What follows belongs to an exercise in optimizing a design on an open flow for small area; a production flow would make more cautious choices.
The RTL was checked by simulation tests, not by an equivalence proof against the original design.
Power is estimated from default activity; no workload was simulated.

## flow/design.v (module list and top-level ports; edited modules follow where they fit)
// module ticket_booking_system: 729 lines
// module tbk_glue: 1070 lines
// module tbk_a2111o_1: 3 lines
// module tbk_a21o_1: 3 lines
// module tbk_a222oi_1: 3 lines
// module tbk_a22o_1: 3 lines
// module tbk_a311oi_1: 3 lines
// module tbk_a32o_1: 3 lines
// module tbk_a32oi_1: 3 lines
// module tbk_and2_0: 3 lines
// module tbk_clkinv_1: 3 lines
// module tbk_nand2_1: 3 lines
// module tbk_nand3_1: 3 lines
// module tbk_nand4_1: 3 lines
// module tbk_nor2_1: 3 lines
// module tbk_o21a_1: 3 lines
// module tbk_o21ai_0: 3 lines
// module tbk_o21bai_1: 3 lines
// module tbk_o221a_1: 3 lines
// module tbk_o22a_1: 3 lines
// module tbk_o22ai_1: 3 lines
// module tbk_or2_0: 3 lines
// module tbk_or3_1: 3 lines
module ticket_booking_system (
    input clk,
    input rst,
    input book,
    input cancel,
    input check,
    input [3:0] seat_type,
    input [4:0] travel_date,
    output reg [7:0] price,
    output reg [7:0] seats_left,
    output reg booking_success,
    output reg cancel_success,
    output reg availability_status
);
  // ...
==> flow/run.sh <==
#!/bin/bash
# synth_recipe.tcl (not shown) runs the flow's synth.tcl, then flattens the netlist and writes it again
# the make line also repeats each setting of config.mk as NAME=value (left out here)
make -C /OpenROAD-flow-scripts/flow DESIGN_CONFIG=/design/flow/config.mk WORK_HOME=/design/flow/orfs CLKGATE_MAP_FILE= SYNTH_SCRIPT=/design/flow/synth_recipe.tcl finish
==> flow/config.mk <==
export PLATFORM = sky130hd
export DESIGN_NAME = ticket_booking_system
export DESIGN_NICKNAME = ticket_booking_system
export VERILOG_FILES = /design/flow/design.v
export SDC_FILE = /design/flow/constraint.sdc
export NUM_CORES = 4
export LEC_CHECK = 0
export CAP_MARGIN = 20
export CORE_MARGIN = 2
export CORE_UTILIZATION = 55
export PLACE_DENSITY = 0.7
export SLEW_MARGIN = 20
export SYNTH_HIERARCHICAL = 1
export SYNTH_MINIMUM_KEEP_SIZE = 0
==> flow/constraint.sdc <==
create_clock -name core_clock -period 8.0 [get_ports {clk}]
set_input_delay 1.6000 -clock core_clock [delete_from_list [all_inputs] [get_ports {clk}]]
set_output_delay 1.6000 -clock core_clock [all_outputs]
set_load 0.01 [all_outputs]
==> summary.md, run 1 <==
| Metric | Value |
|---|---|
| Synthesized instance count | 1179 |
| Fraction of area in multi-input gates | 0.367 |
| Final total power | 3.91 mW |
| Share of layout cells above drive strength 1 | 0.0586 |
| Largest registers | mem (336), nvr (7), price (7) |
| Max reg flops | 336 |
| Sequential cell area share | 0.495 |
| Seq cells post-synth | 368 |
| Antenna cells | 0 |
| DR iter-0 viols | 2011 |
| Non-clk invs | 37 |
| Crit-path most repeated cell | nor2_1 |
| Outcome | finished clean |
| Fillers | 1864 |
| Crit end category | flop |
| Rel. slew slack | 0.404 |
| Multi-input gate area | 5550 sq um |
| RSZ-0062 raised after global routing | false |
| Area share of and/or/nand/nor cells after synthesis | 0.0881 |
| Worst hold start | busy$_DFF_PP0_ |
| Pwr dens | 259 nW/um^2 |
| IO Count | 33 |
| Period utilization | 0.824 |
| Switching power | 0.921 mW |
| Hold path endpoint | busy$_DFF_PP0_ |
| Clk pwr | 1.72 mW |
| Worst skew pair latency | 0.53 ns |
| Cell area after layout | 15100 sq um |
| Top post-synthesis cells by count | dfxtp_1, a22o_1, nor2_1 |
| CP required | 8.40 ns |
| Number of placed cells counting well taps | 1532 |
| Slew Viols, Final | 0 |
==> inputs of run 2 (changes only) <==
--- a/flow/config.mk
+++ b/flow/config.mk
@@ -8,6 +8,7 @@
 export CAP_MARGIN = 20
 export CORE_MARGIN = 2
 export CORE_UTILIZATION = 55
+export CTS_BUF_LIST = sky130_fd_sc_hd__clkbuf_4
 export PLACE_DENSITY = 0.7
 export SLEW_MARGIN = 20
 export SYNTH_HIERARCHICAL = 1
==> run 2 against run 1 <==
Still clean; via count rose by 2.9%; area after synthesis did not move; power down 4.9%; count of clock-buffer cells in the layout up 84; sequential share of layout area grew 0.22 points; critical path depth unchanged; non-clock buffer count did not move; final area is 0.44% lower; highest routed layer unchanged.
==> summary.md, run 2 <==
| Metric | Value |
|---|---|
| Outcome | finished clean (unchanged) |
| Crit-path most repeated cell | nor2_1 (unchanged) |
| Setup TNS | 0 ns (unchanged) |
| Share of layout cells above drive strength 1 | 0.115 (was 0.0586) |
| Worst path arrival time | 7.06 ns (was 7.00 ns) |
| Commonest non-fill, non-tap cell in the layout | dfxtp_1 (unchanged) |
| Rel. slew slack | 0.398 (was 0.404) |
| Worst Max-Slew Pin Slew | 0.901 ns (was 0.892 ns) |
| IO Count | 33 (unchanged) |
| Remaining DRCs | 0 (unchanged) |
| H-tree depth | 3 (was 2) |
| CTS Hold Bufs | 0 (unchanged) |
| Synthesized instance count | 1179 (unchanged) |
| IO buf count | 27 (unchanged) |
| Seq cells post-synth | 368 (unchanged) |
| First-pass GRT wire length | 61300 um (was 60600 um) |
| Worst Skew | 0.0492 ns (was 0.0164 ns) |
| Die Y | 159 um (unchanged) |
| P_int | 2.76 mW (was 2.99 mW) |
| Leading cell type by number of instances after synthesis | dfxtp_1 (unchanged) |
| Largest Register | mem (unchanged) |
| Kind of critical path | in -> reg (unchanged) |
| Startpoint types | input port (unchanged) |
| Crit-path max cell delay | 0.63 ns (was 0.62 ns) |
| Slew Viols, Final | 0 (unchanged) |
| Post-synth EDFFs | 0 (unchanged) |
| Clk sinks | 368 (unchanged) |
| FMAX | 155 MHz (was 152 MHz) |
| Setup violators final | 0 (unchanged) |
| Final Hold Violating Endpoints | 0 (unchanged) |
| Synth Area per Inst | 11.2 sq um (unchanged) |
| Vias in the first global route | 10800 (was 10400) |
| Post-synth top flop | dfxtp_1 (unchanged) |
| Crit end category | flop (unchanged) |
| Top routing layer used | met4 (unchanged) |
| Worst path slowest cell | clkdlybuf4s50_1 (unchanged) |
| Clk network pwr share | 0.411 (was 0.440) |
| Synth-to-Final Area Change | 14.2% (was 14.7%) |
| Worst skew pair latency | 0.74 ns (was 0.53 ns) |
| Number of placed cells counting well taps | 1532 (unchanged) |
| Met3 wire length | 3920 um (was 3910 um) |
| Crit-path cells | clkdlybuf4s50_1, inv_1, nand3_1, nor2_1, a222oi_1, nand4_1, nor2_1, nand2_1, nand2_1, inv_1, nor2_1, o22a_1, o22ai_1, nor2_1, inv_1, nand2_1, o21a_1, nor2_1, o21ai_1, inv_1, or2_1, o221a_1 (unchanged) |
| Switching power | 0.959 mW (was 0.921 mW) |
| Leakage | 5.77 nW (was 5.70 nW) |
| Worst Hold Class | reg -> reg (unchanged) |
| # nets final | 1320 (was 1267) |
| Clock tree buffer depth | 3 (unchanged) |
| Via density | 6.72 (was 6.94) |
| Post-CTS Setup Inserts | 0 (unchanged) |
| Crit path time final | 6.45 ns (was 6.59 ns) |
| Met1 Wirelength | 17500 um (was 17300 um) |
| Sw frac | 0.258 (was 0.235) |
| GRT Overall Usage | 0.310 (was 0.305) |
| Synth top area share | 0.531 (unchanged) |
| CP required | 8.60 ns (was 8.40 ns) |
| Post-cts sizing count | 0 (unchanged) |
| Wirelength, routed | 40700 um (was 40100 um) |
| Root buffer cell | clkbuf_4 (was clkbuf_16) |
| Vias | 11400 (was 11100) |
| Die X-Extent | 159 um (unchanged) |
| Pwr dens | 248 nW/um^2 (was 259 nW/um^2) |
| Cell taking the most area after synthesis | dfxtp_1 (unchanged) |
| Die area | 25200 sq um (unchanged) |
| Register area share after synthesis | 0.567 (unchanged) |
| Combinational Power Share | 0.066 (was 0.062) |
| Met2 wire length | 17700 um (was 17600 um) |
| DR iter-0 viols | 2043 (was 2011) |
| Async set or reset register ratio after synthesis | 0.0516 (unchanged) |
| Post-Layout Cell Count | 1697 (was 1599) |
| Yosys warnings | 7 (unchanged) |
| Clk slew on worst S/H paths | 0.07 ns (was 0.06 ns) |
| CTS tree | built (unchanged) |
| GRT Residual Overflow | 0 (unchanged) |
| TritonCTS Buffers | 91 (was 38) |
| Initial Util | 0.561 (unchanged) |
| Wire per inst | 24.0 um (was 25.1 um) |
| Largest net degree at the start of global routing | 49 (unchanged) |
| Initial antenna violation count | 1 (was 0) |
| Area of the mapped netlist | 13200 sq um (unchanged) |
| Max reg flops | 336 (unchanged) |
| Period utilization | 0.807 (was 0.824) |
| Routability cong. | 0.926 (unchanged) |
| Largest cells by area after synthesis | dfxtp_1, a22o_1, a222oi_1, nor2_1, dfrtp_1 (unchanged) |
| Routed Antenna Nets | 0 (unchanged) |
| Largest registers | mem (336), nvr (7), price (7) (unchanged) |
| Top post-synthesis cells by count | dfxtp_1, a22o_1, nor2_1 (unchanged) |
| RSZ-0062 raised after global routing | false (unchanged) |
| Post-DP HPWL | 25300 um (unchanged) |
| Cell variety after synth | 25 (unchanged) |
| Core area | 23500 sq um (unchanged) |
| Max-Cap Viols | 0 (unchanged) |
| # rows | 56 (unchanged) |
| Crit-path max FO | 9 (unchanged) |
| Most frequent cells in the layout | dfxtp_1, a22o_1, nor2_1, clkbuf_4, a222oi_1 (was dfxtp_1, a22o_1, nor2_1, a222oi_1, clkbuf_16) |
| Reg power frac | 0.523 (was 0.498) |
| VDD IR-drop max | 0.175 mV (was 0.235 mV) |
| DRT Pass-1 Iters | 7 (was 9) |
-- run 2: layout make-up --
type	count	area (sq um)
inverter	37	139
tap	319	399
fill	1936	8440
multi-input combinational	773	5550
sequential	368	7470
clock inverter	28	121
timing repair buffer	35	330
antenna	1	2.50
clock buffer	136	1020
-- run 2: worst paths after layout --
check                           startpoint  slack, ns                       end  cells past startpoint
min                         busy$_DFF_PP0_       0.42            busy$_DFF_PP0_                      1
min in group asynchronous              rst       1.32        price[4]$_DFF_PP0_                      2
min reg2reg                 busy$_DFF_PP0_       0.42            busy$_DFF_PP0_                      1
max                           seat_type[0]       1.55            nvr[2]$_DFF_P_                     22
max in group asynchronous              rst       6.17  cancel_success$_DFF_PP0_                      2
max reg2reg                valid$_DFF_PP0_       2.96            nvr[2]$_DFF_P_                     21
-- run 2: metal layers --
layer / global-route usage / up-vias
met5: 0 / -
met3: 0.0695 / 129
li1: - / 5157
met2: 0.471 / 723
met1: 0.421 / 5400
met4: 0.145 / 0
-- run 2: per-module statistics from Yosys (local to each module, per instance), excerpt --
module / cell area [sq um] / times used / flip-flops and latches
tbk_clkinv_1: 3.75 / 36 / 0
ticket_booking_system: 7510 / 1 / 368
tbk_nand4_1: 6.26 / 28 / 0
tbk_nor2_1: 3.75 / 180 / 0
tbk_o21ai_0: 5.00 / 21 / 0
tbk_a222oi_1: 10.0 / 112 / 0
tbk_o21bai_1: 7.51 / 1 / 0
tbk_o221a_1: 11.3 / 1 / 0
-- run 2: metrics by stage --
step	area [sq um]	setup slack [ns]	power, mW	hold slack [ns]	utilization
3_5_place_dp	13900	1.15	2.22	0.403	0.592
6_report	15000	1.55	3.72	0.416	0.640
2_1_floorplan	13200	3.05	2.10	0.384	-
4_1_cts	15000	1.86	3.74	0.418	0.640
5_1_grt	15000	1.27	3.86	0.430	0.640
3_3_place_gp	13900	1.23	2.22	0.402	0.592
-- run 2: power groups by stage --
stage	Clock, mW	Combinational (mW)	Sequential (mW)
finish	1.53	0.244	1.95
detailed placement	0	0.238	1.99
floorplan	0	0.0924	2.01
global route	1.65	0.258	1.95
CTS	1.56	0.239	1.95
global placement	0	0.236	1.99
-- run 2: kinds of logic after synthesis --
family | synth area share
simple gates | 0.0881
flops | 0.567
other cells | 0.000285
compound gates | 0.331
buf+inv | 0.0134
-- run 2: worst max-delay path, delay by kind of cell --
kind,cells,cell delay [ns]
compound gates,6,1.79
simple gates,11,2.58
buf+inv,5,1.06
==> inputs of run 3 (changes only) <==
--- a/flow/config.mk
+++ b/flow/config.mk
@@ -8,7 +8,9 @@
 export CAP_MARGIN = 20
 export CORE_MARGIN = 2
 export CORE_UTILIZATION = 55
-export CTS_BUF_LIST = sky130_fd_sc_hd__clkbuf_4
+export CTS_BUF_LIST = sky130_fd_sc_hd__clkbuf_16
+export CTS_CLUSTER_DIAMETER = 80
+export CTS_CLUSTER_SIZE = 24
 export PLACE_DENSITY = 0.7
 export SLEW_MARGIN = 20
 export SYNTH_HIERARCHICAL = 1
==> run 3 against run 2 <==
Still clean; clock power fell by 33%; worst setup slack got worse by 0.12 ns; wire length shrank 3.1%; power shrank 14%; non-clock buffer count unchanged; sequential power is essentially flat; combinational power about the same; clock skew fell by 0.025 ns; sequential share of layout area increased by 2.2 points; final area down 4.2%; critical path type unchanged; largest cell class unchanged.
==> summary.md, run 3 <==
| Metric | Value |
|---|---|
| Crit-path max FO | 9 (unchanged) |
| Cell taking the most area after synthesis | dfxtp_1 (unchanged) |
| Post-DP HPWL | 25300 um (unchanged) |
| Final Hold Violating Endpoints | 0 (unchanged) |
| Crit end category | flop (unchanged) |
| Die Y | 159 um (unchanged) |
| Root buffer cell | clkbuf_16 (was clkbuf_4) |
| Worst hold start | busy$_DFF_PP0_ (unchanged) |
| Met1 capacity usage during global routing | 0.421 (about the same) |
| R2R Path End | nvr[2]$_DFF_P_ (unchanged) |
| FMAX | 152 MHz (was 155 MHz) |
| Worst skew pair latency | 0.53 ns (was 0.74 ns) |
| CP required | 8.43 ns (was 8.60 ns) |
| Routed Antenna Nets | 0 (unchanged) |
| First-pass GRT wire length | 59500 um (was 61300 um) |
| # nets final | 1248 (was 1320) |
| Worst Hold Class | reg -> reg (unchanged) |
| Crit path time final | 6.58 ns (was 6.45 ns) |
| Clk slew on worst S/H paths | 0.09 ns (was 0.07 ns) |
| Max-Cap Viols | 0 (unchanged) |
| Initial Util | 0.561 (unchanged) |
| Reg2reg path depth | 22 (was 21) |
| Post-cts sizing count | 0 (unchanged) |
| Setup TNS | 0 ns (unchanged) |
| GRT Overall Usage | 0.298 (was 0.310) |
| Antenna cells | 0 (was 1) |
| Worst path slowest cell | clkdlybuf4s50_1 (unchanged) |
| Crit path depth | 23 (was 22) |
| Die area | 25200 sq um (unchanged) |
| Min-Delay Path Depth | 1 (unchanged) |
| Wirelength, routed | 39500 um (was 40700 um) |
| Max reg flops | 336 (unchanged) |
| Startpoint types | input port (unchanged) |
| Crit-path max cell delay | 0.62 ns (was 0.63 ns) |
| Compound-Gate Fraction of Synth Area | 0.331 (unchanged) |
| Most frequent cells in the layout | dfxtp_1, a22o_1, nor2_1, a222oi_1, inv_1 (was dfxtp_1, a22o_1, nor2_1, clkbuf_4, a222oi_1) |
| IO Count | 33 (unchanged) |
| Worst Skew | 0.0237 ns (was 0.0492 ns) |
| Rel. slew slack | 0.401 (was 0.398) |
| RSZ-0062 raised after global routing | false (unchanged) |
| Share of layout cells above drive strength 1 | 0.0299 (was 0.115) |
| Synth Area in Adders | 0 (unchanged) |
| Remaining DRCs | 0 (unchanged) |
| Synth top area share | 0.531 (unchanged) |
| Worst Max-Slew Pin Slew | 0.896 ns (was 0.901 ns) |
| Area of the mapped netlist | 13200 sq um (unchanged) |
| Largest cells by area after synthesis | dfxtp_1, a22o_1, a222oi_1, nor2_1, dfrtp_1 (unchanged) |
| Met2 Track Usage GR | 0.467 (was 0.471) |
| Outcome | finished clean (unchanged) |
| TritonCTS Buffers | 19 (was 91) |
| Leakage | 5.36 nW (was 5.77 nW) |
| Leading cell type by number of instances after synthesis | dfxtp_1 (unchanged) |
| Mux cell area share after synthesis | 0 (unchanged) |
| Post-synth EDFFs | 0 (unchanged) |
| Multi-input gate area | 5550 sq um (unchanged) |
| Initial antenna violation count | 0 (was 1) |
| Period utilization | 0.822 (was 0.807) |
| Clk sinks | 368 (unchanged) |
| Post-CTS Setup Inserts | 0 (unchanged) |
| Yosys warnings | 7 (unchanged) |
| DRT Pass-1 Iters | 10 (was 7) |
| Clock tree buffer depth | 3 (unchanged) |
| Seq cells post-synth | 368 (unchanged) |
| Area share of and/or/nand/nor cells after synthesis | 0.0881 (unchanged) |
| Post-synth top flop | dfxtp_1 (unchanged) |
| Core area | 23500 sq um (unchanged) |
| Kind of critical path | in -> reg (unchanged) |
| Commonest non-fill, non-tap cell in the layout | dfxtp_1 (unchanged) |
| CTS Hold Bufs | 0 (unchanged) |
| Hold path endpoint | busy$_DFF_PP0_ (unchanged) |
| Worst path bufs/invs | 6 (was 5) |
| Die X-Extent | 159 um (unchanged) |
| Worst path arrival time | 7.00 ns (was 7.06 ns) |
| Via density | 6.96 (was 6.72) |
| Largest registers | mem (336), nvr (7), price (7) (unchanged) |
| Setup violators final | 0 (unchanged) |
| Delay-heaviest family, CP | simple AND/OR/NAND/NOR gates (unchanged) |
| Synthesized instance count | 1179 (unchanged) |
| Largest net degree at the start of global routing | 49 (unchanged) |
| Largest family of logic cells by synthesized area | compound AO/OA/AOI/OAI gates (unchanged) |
| VDD IR-drop max | 0.188 mV (was 0.175 mV) |
| Register area | 7470 sq um (unchanged) |
| DR iter-0 viols | 1943 (was 2043) |
| Worst reg-to-reg setup slack | 2.96 ns (about the same) |
| Register area share after synthesis | 0.567 (unchanged) |
| H-tree depth | 1 (was 3) |
| Met3 global-route usage | 0.0455 (was 0.0695) |
| Synth Area per Inst | 11.2 sq um (unchanged) |
| Worst r2r src | valid$_DFF_PP0_ (unchanged) |
| CTS tree | built (unchanged) |
| # rows | 56 (unchanged) |
| GRT Residual Overflow | 0 (unchanged) |
| Crit-path cells | clkdlybuf4s50_1, inv_1, nand3_1, nor2_1, a222oi_1, nand4_1, nor2_1, nand2_1, nand2_1, inv_1, nor2_1, o22ai_1, inv_1, o21ai_1, and2_1, o22ai_1, nor2_1, inv_1, nor2_1, o21ai_1, inv_1, or2_1, o221a_1 (was clkdlybuf4s50_1, inv_1, nand3_1, nor2_1, a222oi_1, nand4_1, nor2_1, nand2_1, nand2_1, inv_1, nor2_1, o22a_1, o22ai_1, nor2_1, inv_1, nand2_1, o21a_1, nor2_1, o21ai_1, inv_1, or2_1, o221a_1) |
| Cell variety after synth | 25 (unchanged) |
| Slew Viols, Final | 0 (unchanged) |
| Grt peak-use layer | met2 (unchanged) |
| Vias in the first global route | 10100 (was 10800) |
| Routability cong. | 0.926 (unchanged) |
| Fillers | 1934 (was 1936) |
| Wire per inst | 25.3 um (was 24.0 um) |
| Worst hold slack | 0.424 ns (was 0.416 ns) |
| Synth-to-Final Area Change | 9.41% (was 14.2%) |
| Pwr dens | 223 nW/um^2 (was 248 nW/um^2) |
| Top post-synthesis cells by count | dfxtp_1, a22o_1, nor2_1 (unchanged) |
| Vias | 10800 (was 11400) |
| Largest Register | mem (unchanged) |
| Async set or reset register ratio after synthesis | 0.0516 (unchanged) |
| IO buf count | 27 (unchanged) |
| Synth Area in XOR/XNOR | 0 (unchanged) |
==> run 3: cell types whose count changed in the layout (fill, tap and decap cells not counted), sizes merged <==
| cell | change |
|---|---|
| clkinvlp | -3 |
| clkinv | -22 |
| clkbuf | -117 |
| diode | -1 |
| inv | +3 |
==> run 3: kinds of logic (layout without fill, tap and decap cells) <==
kind of cell    Yosys count  count (layout)
other cells               1               5
flops                   368             368
compound gates          493             493
simple gates            275             275
buf+inv                  42              97
==> run 3: per-stage QoR <==
step | area, sq um | utilization | setup slack (ns) | cells | power [mW]
4_1_cts | 14400 | 0.614 | 1.69 | 1557 | 3.22
5_1_grt | 14400 | 0.614 | 1.09 | 1557 | 3.31
6_report | 14400 | 0.614 | 1.42 | 1557 | 3.21
2_1_floorplan | 13200 | - | 3.05 | 1183 | 2.10
3_5_place_dp | 13900 | 0.592 | 1.15 | 1532 | 2.22
3_3_place_gp | 13900 | 0.592 | 1.23 | 1532 | 2.22
==> run 3: power breakdown <==
part | internal (mW) | switching (mW)
Combinational | 0.0828 | 0.161
Clock | 0.438 | 0.582
Sequential | 1.90 | 0.0467
Total | 2.42 | 0.790
==> run 3: per-module statistics from Yosys (local to each module, per instance), excerpt <==
module,cells,area (sq um),flip-flops and latches
tbk_a2111o_1,1,11.3,0
tbk_a311oi_1,1,8.76,0
tbk_and2_0,1,6.26,0
tbk_clkinv_1,1,3.75,0
tbk_nand2_1,1,3.75,0
tbk_nand3_1,1,5.00,0
tbk_nand4_1,1,6.26,0
tbk_o21a_1,1,7.51,0
tbk_o21bai_1,1,7.51,0
tbk_o22a_1,1,8.76,0
tbk_or3_1,1,6.26,0
==> run 3: final cells by class <==
class                      instances  share of cell area
clock buffer                      19              0.0330
clock inverter                     6             0.00278
inverter                          37             0.00964
multi-input combinational        773               0.385
sequential                       368               0.519
tap                              319              0.0277
timing repair buffer              35              0.0229
==> run 3: worst max path at each step <==
stage / from / end / slack, ns
after global placement: seat_type[0] / nvr[2]$_DFF_P_ / 1.23
final: seat_type[0] / nvr[2]$_DFF_P_ / 1.42
after detailed placement: seat_type[0] / nvr[2]$_DFF_P_ / 1.15
after CTS: seat_type[0] / nvr[2]$_DFF_P_ / 1.69
after floorplan: travel_date[2] / nvr[2]$_DFF_P_ / 3.05
after global routing: seat_type[0] / nvr[2]$_DFF_P_ / 1.09
==> run 3: worst register-to-register path, cell delays in order (launching register included) <==
cell	delay, ns
dfrtp_1	0.43
and2_1	0.23
nand3_1	0.24
nor2_1	0.19
a222oi_1	0.53
nand4_1	0.25
nor2_1	0.30
nand2_1	0.16
nand2_1	0.16
inv_1	0.10
nor2_1	0.25
o22ai_1	0.16
inv_1	0.09
o21ai_1	0.10
and2_1	0.21
o22ai_1	0.19
nor2_1	0.09
inv_1	0.08
nor2_1	0.05
o21ai_1	0.44
inv_1	0.14
or2_1	0.27
o221a_1	0.27
==> run 3: layer usage <==
layer,part of all wire,vias up
met3,0.081,96
met5,0,-
met1,0.45,5156
met2,0.44,636
met4,0.035,0
li1,-,4953
==> inputs of run 4 (changes only) <==
--- a/flow/config.mk
+++ b/flow/config.mk
@@ -8,9 +8,9 @@
 export CAP_MARGIN = 20
 export CORE_MARGIN = 2
 export CORE_UTILIZATION = 55
-export CTS_BUF_LIST = sky130_fd_sc_hd__clkbuf_16
-export CTS_CLUSTER_DIAMETER = 80
-export CTS_CLUSTER_SIZE = 24
+export CTS_BUF_LIST = sky130_fd_sc_hd__clkbuf_8
+export CTS_CLUSTER_DIAMETER = 60
+export CTS_CLUSTER_SIZE = 16
 export PLACE_DENSITY = 0.7
 export SLEW_MARGIN = 20
 export SYNTH_HIERARCHICAL = 1
==> run 4 against run 3 <==
Power is 0.92% lower; synthesized cell count stayed put; final area hardly changed; critical path type unchanged; fmax is 1.2% higher; clock power hardly changed; global-route usage is 0.16 points higher; final cell count is 1.2% higher; still clean; sequential share of layout area hardly changed; register-to-register slack better by 0.02 ns.
==> summary.md, run 4 <==
| Metric | Value |
|---|---|
| Outcome | finished clean (unchanged) |
| Synth Area in XOR/XNOR | 0 (unchanged) |
| Core area | 23500 sq um (unchanged) |
| Synth Area per Inst | 11.2 sq um (unchanged) |
| Remaining DRCs | 0 (unchanged) |
| CTS Hold Bufs | 0 (unchanged) |
| Pwr dens | 221 nW/um^2 (was 223 nW/um^2) |
| Antenna cells | 0 (unchanged) |
| Worst Hold Class | reg -> reg (unchanged) |
| Max-Cap Viols | 0 (unchanged) |
| Crit end category | flop (unchanged) |
| Met3 global-route usage | 0.0525 (was 0.0455) |
| Area share of and/or/nand/nor cells after synthesis | 0.0881 (unchanged) |
| GRT Overall Usage | 0.299 (was 0.298) |
| Synth-to-Final Area Change | 9.45% (was 9.41%) |
| Initial antenna violation count | 0 (unchanged) |
| Wirelength, routed | 39600 um (was 39500 um) |
| Cell taking the most area after synthesis | dfxtp_1 (unchanged) |
| Synth Area in Adders | 0 (unchanged) |
| Setup TNS | 0 ns (unchanged) |
| DRT Pass-1 Iters | 9 (was 10) |
| Vias in the first global route | 10200 (was 10100) |
| Kind of critical path | in -> reg (unchanged) |
| Largest registers | mem (336), nvr (7), price (7) (unchanged) |
| Wire per inst | 25.1 um (was 25.3 um) |
| Worst path slowest cell | clkdlybuf4s50_1 (unchanged) |
| Post-synth top flop | dfxtp_1 (unchanged) |
| H-tree depth | 1 (unchanged) |
| Async set or reset register ratio after synthesis | 0.0516 (unchanged) |
| VDD IR-drop max | 0.143 mV (was 0.188 mV) |
| First-pass GRT wire length | 59700 um (was 59500 um) |
| Area of the mapped netlist | 13200 sq um (unchanged) |
| Final total power | 3.18 mW (was 3.21 mW) |
| Max reg flops | 336 (unchanged) |
| Fillers | 1939 (was 1934) |
| Final Hold Violating Endpoints | 0 (unchanged) |
| IO Count | 33 (unchanged) |
| Clk sinks | 368 (unchanged) |
| Pre-CTS WS | 1.15 ns (unchanged) |
| Met1 capacity usage during global routing | 0.419 (was 0.421) |
| Worst path arrival time | 6.99 ns (was 7.00 ns) |
| Largest family of logic cells by synthesized area | compound AO/OA/AOI/OAI gates (unchanged) |
| Synthesized instance count | 1179 (unchanged) |
| CP required | 8.49 ns (was 8.43 ns) |
| Die Y | 159 um (unchanged) |
| Worst Max-Slew Pin Slew | 0.881 ns (was 0.896 ns) |
| Worst skew pair latency | 0.62 ns (was 0.53 ns) |
| Seq cells post-synth | 368 (unchanged) |
| GRT Residual Overflow | 0 (unchanged) |
| Grt peak-use layer | met2 (unchanged) |
| Worst setup margin | 1.50 ns (was 1.42 ns) |
| Routability cong. | 0.926 (unchanged) |
| CTS tree | built (unchanged) |
| Largest Register | mem (unchanged) |
| Most frequent cells in the layout | dfxtp_1, a22o_1, nor2_1, a222oi_1, inv_1 (unchanged) |
| Yosys warnings | 7 (unchanged) |
| Clk slew on worst S/H paths | 0.10 ns (was 0.09 ns) |
| Largest cells by area after synthesis | dfxtp_1, a22o_1, a222oi_1, nor2_1, dfrtp_1 (unchanged) |
| Period utilization | 0.812 (was 0.822) |
| Setup violators final | 0 (unchanged) |
| Crit-path most repeated cell | nor2_1 |
| FMAX | 154 MHz (was 152 MHz) |
| TritonCTS Buffers | 29 (was 19) |
| Synth top area share | 0.531 (unchanged) |
| Leading cell type by number of instances after synthesis | dfxtp_1 (unchanged) |
| IO buf count | 27 (unchanged) |
| RSZ-0062 raised after global routing | false (unchanged) |
| Met2 Track Usage GR | 0.470 (was 0.467) |
| Top post-synthesis cells by count | dfxtp_1, a22o_1, nor2_1 (unchanged) |
| Die area | 25200 sq um (unchanged) |
| Mux cell area share after synthesis | 0 (unchanged) |
| Vias | 10900 (was 10800) |
| Leakage | 5.37 nW (was 5.36 nW) |
| Commonest non-fill, non-tap cell in the layout | dfxtp_1 (unchanged) |
| Die X-Extent | 159 um (unchanged) |
| Clock tree buffer depth | 3 (unchanged) |
| Post-synth EDFFs | 0 (unchanged) |
| Rel. slew slack | 0.411 (was 0.401) |
| Root buffer cell | clkbuf_8 (was clkbuf_16) |
| Worst hold slack | 0.420 ns (was 0.424 ns) |
| Cell variety after synth | 25 (unchanged) |
| Startpoint types | input port (unchanged) |
| Crit-path max cell delay | 0.62 ns (about the same) |
| Final Core Density | 0.614 (about the same) |
| Slew Viols, Final | 0 (unchanged) |
| # nets final | 1258 (was 1248) |
| Largest net degree at the start of global routing | 49 (unchanged) |
| Initial Util | 0.561 (unchanged) |
| Post-DP HPWL | 25300 um (unchanged) |
| Crit path time final | 6.50 ns (was 6.58 ns) |
| Compound-Gate Fraction of Synth Area | 0.331 (unchanged) |
| Register area share after synthesis | 0.567 (unchanged) |
| Routed Antenna Nets | 0 (unchanged) |
| Post-cts sizing count | 0 (unchanged) |
| Crit-path max FO | 9 (unchanged) |
| # rows | 56 (unchanged) |
| DR iter-0 viols | 1881 (was 1943) |
| Crit-path cells | clkdlybuf4s50_1, inv_1, nand3_1, nor2_1, a222oi_1, nand4_1, nor2_1, nand2_1, nand2_1, inv_1, nor2_1, o22a_1, o22ai_1, nor2_1, inv_1, nand2_1, o21a_1, nor2_1, o21ai_1, inv_1, or2_1, o221a_1 (was clkdlybuf4s50_1, inv_1, nand3_1, nor2_1, a222oi_1, nand4_1, nor2_1, nand2_1, nand2_1, inv_1, nor2_1, o22ai_1, inv_1, o21ai_1, and2_1, o22ai_1, nor2_1, inv_1, nor2_1, o21ai_1, inv_1, or2_1, o221a_1) |
| Post-CTS Setup Inserts | 0 (unchanged) |
| Worst Skew | 0.0328 ns (was 0.0237 ns) |
| Share of layout cells above drive strength 1 | 0.0430 (was 0.0299) |
| Via density | 6.92 (was 6.96) |
[run 4: per-stage QoR]
step / area, sq um / cells
2_1_floorplan: 13200 / 1183
4_1_cts: 14400 / 1575
3_3_place_gp: 13900 / 1532
6_report: 14400 / 1575
3_5_place_dp: 13900 / 1532
5_1_grt: 14400 / 1575
[run 4: Yosys stat by module, one instance, submodules excluded, excerpt]
module	cells inside	area, sq um	copies in the design	flops+latches
ticket_booking_system	375	7510	1	368
tbk_a311oi_1	1	8.76	1	0
tbk_a32oi_1	1	8.76	1	0
tbk_a21o_1	1	7.51	1	0
tbk_o21bai_1	1	7.51	1	0
tbk_o22ai_1	1	6.26	8	0
tbk_and2_0	1	6.26	3	0
tbk_nand4_1	1	6.26	28	0
tbk_or3_1	1	6.26	1	0
tbk_o21ai_0	1	5.00	21	0
tbk_clkinv_1	1	3.75	36	0
[run 4: routing by layer]
metal,share of wire,vias up
li1,-,4966
met1,0.43,5198
met2,0.44,640
met3,0.094,97
met4,0.032,0
met5,0,-
[run 4: final cells by class]
type | instances | area [sq um] | share of cell area
clock inverters | 13 | 108 | 0.00747
clock buffers | 30 | 413 | 0.0287
well taps | 319 | 399 | 0.0277
multi-input cells | 773 | 5550 | 0.385
repair buffers | 35 | 330 | 0.0229
inverters | 37 | 139 | 0.00964
flip-flops and latches | 368 | 7470 | 0.519
[run 4: report_power, final]
part / internal [mW] / switching [mW] / leakage, nW
combinational: 0.0828 / 0.161 / 2.03
clock: 0.385 / 0.605 / 0.279
sequential: 1.90 / 0.0471 / 3.07
total: 2.37 / 0.812 / 5.37
[run 4: logic make-up after synthesis]
logic type / count (synthesis)
buffers and inverters: 42
AND/OR/NAND/NOR: 275
flip-flops: 368
AO/OA/AOI/OAI: 493
other: 1
[run 4: worst paths after layout]
path                            startpoint                      end  slack (ns)  cells past startpoint
min                         busy$_DFF_PP0_           busy$_DFF_PP0_        0.42                      1
max in group asynchronous              rst  seats_left[1]$_DFF_PP0_        6.09                      2
min reg2reg                 busy$_DFF_PP0_           busy$_DFF_PP0_        0.42                      1
max reg2reg                valid$_DFF_PP0_           nvr[2]$_DFF_P_        2.98                     21
max                           seat_type[0]           nvr[2]$_DFF_P_        1.50                     22
min in group asynchronous              rst       price[1]$_DFF_PP0_        1.42                      2
[run 4: worst max-delay path: cells and delay by family]
family / cells / cell delay, ns
AOI/OAI and AO/OA: 6 / 1.74
buffers and inverters: 5 / 1.05
and+or+nand+nor: 11 / 2.57
==> inputs of run 5 (changes only) <==
==> flow/config.mk (replaced) <==
export PLATFORM = sky130hd
export DESIGN_NAME = ticket_booking_system
export DESIGN_NICKNAME = ticket_booking_system
export VERILOG_FILES = /design/flow/design.v
export SDC_FILE = /design/flow/constraint.sdc
export NUM_CORES = 4
export LEC_CHECK = 0
export CAP_MARGIN = 20
export CORE_MARGIN = 2
export CORE_UTILIZATION = 40
export PLACE_DENSITY = 0.6
export SLEW_MARGIN = 20
export SYNTH_HIERARCHICAL = 1
export SYNTH_MINIMUM_KEEP_SIZE = 0
==> run 5 against run 4 <==
Global-route usage decreased by 5.6 points; core utilization decreased by 14 points; count of clock-buffer cells in the layout increased by 25; area after synthesis unchanged; final area increased by 6.2%; die area increased by 36%; worst setup slack got worse by 0.085 ns; critical path depth increased by 1; combinational power decreased by 4%; highest routed layer unchanged.
==> summary.md, run 5 <==
| Metric | Value |
|---|---|
| Max reg flops | 336 (unchanged) |
| Die X-Extent | 185 um (was 159 um) |
| Wire per inst | 24.5 um (was 25.1 um) |
| Worst hold start | busy$_DFF_PP0_ (unchanged) |
| Top post-synthesis cells by count | dfxtp_1, a22o_1, nor2_1 (unchanged) |
| Clock tree buffer depth | 3 (unchanged) |
| Startpoint types | input port (unchanged) |
| Reg2reg path depth | 22 (was 21) |
| Crit end category | flop (unchanged) |
| Leakage | 5.73 nW (was 5.37 nW) |
| Combinational Power Share | 0.059 (was 0.077) |
| Post-synth EDFFs | 0 (unchanged) |
| Largest cells by area after synthesis | dfxtp_1, a22o_1, a222oi_1, nor2_1, dfrtp_1 (unchanged) |
| Final total power | 3.98 mW (was 3.18 mW) |
| GRT Residual Overflow | 0 (unchanged) |
| GRT Overall Usage | 0.243 (was 0.299) |
| Slew Viols, Final | 0 (unchanged) |
| Final Hold Violating Endpoints | 0 (unchanged) |
| Min-Delay Path Depth | 1 (unchanged) |
| DRT Pass-1 Iters | 12 (was 9) |
| Cell taking the most area after synthesis | dfxtp_1 (unchanged) |
| DR iter-0 viols | 2147 (was 1881) |
| Via density | 6.42 (was 6.92) |
| Outcome | finished clean (unchanged) |
| Worst r2r src | valid$_DFF_PP0_ (unchanged) |
| Post-CTS Setup Inserts | 0 (unchanged) |
| CP required | 8.40 ns (was 8.49 ns) |
| Vias | 11100 (was 10900) |
| Most frequent cells in the layout | dfxtp_1, a22o_1, nor2_1, a222oi_1, clkbuf_16 (was dfxtp_1, a22o_1, nor2_1, a222oi_1, inv_1) |
| Initial antenna violation count | 0 (unchanged) |
| Register area share after synthesis | 0.567 (unchanged) |
| Vias in the first global route | 10300 (was 10200) |
| FMAX | 152 MHz (was 154 MHz) |
| # nets final | 1269 (was 1258) |
| RSZ-0062 raised after global routing | false (unchanged) |
| Reg power frac | 0.493 (was 0.612) |
| Clk network pwr share | 0.448 (was 0.311) |
| Post-DP HPWL | 27000 um (was 25300 um) |
| Kind of critical path | in -> reg (unchanged) |
| Rel. slew slack | 0.384 (was 0.411) |
| Largest net degree at the start of global routing | 48 (was 49) |
| Cell variety after synth | 25 (unchanged) |
| Largest Register | mem (unchanged) |
| Switching power | 0.937 mW (was 0.812 mW) |
| Worst path arrival time | 6.99 ns (about the same) |
| Worst Max-Slew Pin Slew | 0.922 ns (was 0.881 ns) |
| Wirelength, routed | 42200 um (was 39600 um) |
| First-pass GRT wire length | 64000 um (was 59700 um) |
| Worst Skew | 0.0169 ns (was 0.0328 ns) |
| # rows | 66 (was 56) |
| IO buf count | 27 (unchanged) |
| Clk sinks | 368 (unchanged) |
| Synthesized instance count | 1179 (unchanged) |
| TritonCTS Buffers | 39 (was 29) |
| R2R Path End | nvr[2]$_DFF_P_ (unchanged) |
| Hold path endpoint | busy$_DFF_PP0_ (unchanged) |
| Remaining DRCs | 0 (unchanged) |
| Die area | 34400 sq um (was 25200 sq um) |
| IO Count | 33 (unchanged) |
| Async set or reset register ratio after synthesis | 0.0516 (unchanged) |
| Period utilization | 0.823 (was 0.812) |
| Synth Area per Inst | 11.2 sq um (unchanged) |
| Antenna cells | 0 (unchanged) |
| Commonest non-fill, non-tap cell in the layout | dfxtp_1 (unchanged) |
| Yosys warnings | 7 (unchanged) |
| Post-cts sizing count | 0 (unchanged) |
| Largest registers | mem (336), nvr (7), price (7) (unchanged) |
| VDD IR-drop max | 0.186 mV (was 0.143 mV) |
| Share of layout cells above drive strength 1 | 0.0600 (was 0.0430) |
| Area of the mapped netlist | 13200 sq um (unchanged) |
| Initial Util | 0.406 (was 0.561) |
| Worst Hold Class | reg -> reg (unchanged) |
| Crit-path max FO | 9 (unchanged) |
| Crit path time final | 6.58 ns (was 6.50 ns) |
| Worst skew pair latency | 0.53 ns (was 0.62 ns) |
| Routed Antenna Nets | 0 (unchanged) |
| Pwr dens | 260 nW/um^2 (was 221 nW/um^2) |
| Synth-to-Final Area Change | 16.3% (was 9.45%) |
| Post-synth top flop | dfxtp_1 (unchanged) |
| CTS tree | built (unchanged) |
| Setup TNS | 0 ns (unchanged) |
| Routability cong. | 0.883 (was 0.926) |
| Setup violators final | 0 (unchanged) |
| Sw frac | 0.235 (was 0.255) |
| Root buffer cell | clkbuf_16 (was clkbuf_8) |
| CTS Hold Bufs | 0 (unchanged) |
| P_int | 3.05 mW (was 2.37 mW) |
| Die Y | 185 um (was 159 um) |
| Leading cell type by number of instances after synthesis | dfxtp_1 (unchanged) |
| Max-Cap Viols | 0 (unchanged) |
| Core area | 32500 sq um (was 23500 sq um) |
| Worst reg-to-reg setup slack | 3.07 ns (was 2.98 ns) |
| Synth top area share | 0.531 (unchanged) |
| H-tree depth | 2 (was 1) |
| Clk slew on worst S/H paths | 0.06 ns (was 0.10 ns) |
| Seq cells post-synth | 368 (unchanged) |
[run 5: per-module statistics from Yosys (local to each module, per instance), excerpt]
| module | cells inside | area, sq um | times used |
|---|---|---|---|
| tbk_o221a_1 | 1 | 11.3 | 1 |
| tbk_a32oi_1 | 1 | 8.76 | 1 |
| tbk_nand3_1 | 1 | 5.00 | 28 |
| tbk_or2_0 | 1 | 6.26 | 5 |
| tbk_and2_0 | 1 | 6.26 | 3 |
| tbk_a2111o_1 | 1 | 11.3 | 1 |
| ticket_booking_system | 375 | 7510 | 1 |
| tbk_o21ai_0 | 1 | 5.00 | 21 |
| tbk_a311oi_1 | 1 | 8.76 | 1 |
| tbk_clkinv_1 | 1 | 3.75 | 36 |
| tbk_o21a_1 | 1 | 7.51 | 1 |
| tbk_a21o_1 | 1 | 7.51 | 1 |
[run 5: area by class of cell]
cell class | instances | area (sq um)
fill | 2935 | 17200
tap | 442 | 553
inverter | 37 | 139
multi-input combinational | 773 | 5550
timing repair buffer | 36 | 338
clock inverter | 14 | 149
sequential | 368 | 7470
clock buffer | 55 | 1110
[run 5: cell families (layout without fill, tap and decap cells)]
family                 count (synthesis)  count (layout)  share of synthesized area
AOI/OAI and AO/OA                    493             493                      0.331
DFF                                  368             368                      0.567
other                                  1               5                   0.000285
and+or+nand+nor                      275             275                     0.0881
buffers and inverters                 42             142                     0.0134
[run 5: power by group through the flow]
| stage | clock [mW] | combinational [mW] | sequential, mW |
|---|---|---|---|
| final | 1.78 | 0.234 | 1.97 |
| after global routing | 1.88 | 0.249 | 1.97 |
| after CTS | 1.81 | 0.231 | 1.96 |
| after detailed placement | 0 | 0.230 | 2.00 |
| after global placement | 0 | 0.228 | 2.00 |
| after floorplan | 0 | 0.0924 | 2.01 |
[run 5: how the worst max path moves through the flow]
| stage | slack [ns] | end | start | cells after the start |
|---|---|---|---|---|
| CTS | 1.59 | nvr[2]$_DFF_P_ | seat_type[0] | 23 |
| floorplan | 3.05 | nvr[2]$_DFF_P_ | travel_date[2] | 21 |
| detailed placement | 1.07 | nvr[2]$_DFF_P_ | seat_type[0] | 22 |
| global route | 1.06 | nvr[2]$_DFF_P_ | seat_type[0] | 24 |
| global placement | 1.17 | nvr[2]$_DFF_P_ | seat_type[0] | 24 |
| finish | 1.42 | nvr[2]$_DFF_P_ | seat_type[0] | 23 |
[run 5: through the flow]
| step | hold WS [ns] | setup WS [ns] | area (sq um) | util | instances |
|---|---|---|---|---|---|
| floorplan | 0.384 | 3.05 | 13200 | - | 1183 |
| global placement | 0.397 | 1.17 | 14000 | 0.433 | 1656 |
| detailed placement | 0.395 | 1.07 | 14000 | 0.433 | 1656 |
| CTS | 0.401 | 1.59 | 15300 | 0.472 | 1725 |
| global route | 0.468 | 1.06 | 15300 | 0.472 | 1725 |
| finish | 0.404 | 1.42 | 15300 | 0.472 | 1725 |
[run 5: worst max-delay path: stages]
cell             delay (ns)
clkdlybuf4s50_1        0.64
inv_1                  0.10
nand3_1                0.56
nor2_1                 0.30
a222oi_1               0.50
nand4_1                0.25
nor2_1                 0.29
nand2_1                0.16
nand2_1                0.16
inv_1                  0.10
nor2_1                 0.23
o22ai_1                0.15
inv_1                  0.09
o21ai_1                0.11
nor2_1                 0.19
inv_1                  0.10
nand2_1                0.09
o21a_1                 0.17
nor2_1                 0.06
o21ai_1                0.45
inv_1                  0.13
or2_1                  0.27
o221a_1                0.26
[run 5: metal layers]
layer / part of all wire / up-vias / global-route usage
li1: - / 5028 / -
met2: 0.43 / 641 / 0.380
met4: 0.033 / 0 / 0.0800
met5: 0 / - / 0
met3: 0.087 / 106 / 0.0379
met1: 0.45 / 5306 / 0.343

-- what the ideal ports hide --
How much do the figures lean on ideal ports? The routed layouts below were timed once more, with nothing changed but the port constraints. Step 1 assumes that a clkbuf_16 drives the clock port and a buf_2 every other input. Step 2 adds t to the input delays and takes it off the output delays; t is the mean of the earliest and latest rising clock arrival at the registers after step 1. Input paths then give back, and output paths get back, about the clock's delay inside the block. Three values: no drivers, after step 1, after step 2; two values: the first two.
run	t (ns)	setup WS [ns]	latest minus earliest clock arrival (ns)	slew at the worst register clock pin (ns)
run 1	0.569	1.408 / 1.429 / 0.861	0.017 / 0.017	0.06 / 0.06
run 2	0.762	1.546 / 1.563 / 0.800	0.049 / 0.049	0.08 / 0.08
run 3	0.572	1.423 / 1.444 / 0.872	0.025 / 0.025	0.10 / 0.10
run 4	0.644	1.501 / 1.517 / 0.873	0.033 / 0.034	0.10 / 0.10
run 5	0.566	1.416 / 1.434 / 0.868	0.018 / 0.018	0.06 / 0.06
After both steps every run listed still meets setup and hold. For run 2, which loses most, drivers alone change the setup slack by +0.017 ns; drivers and shift together by -0.746 ns.
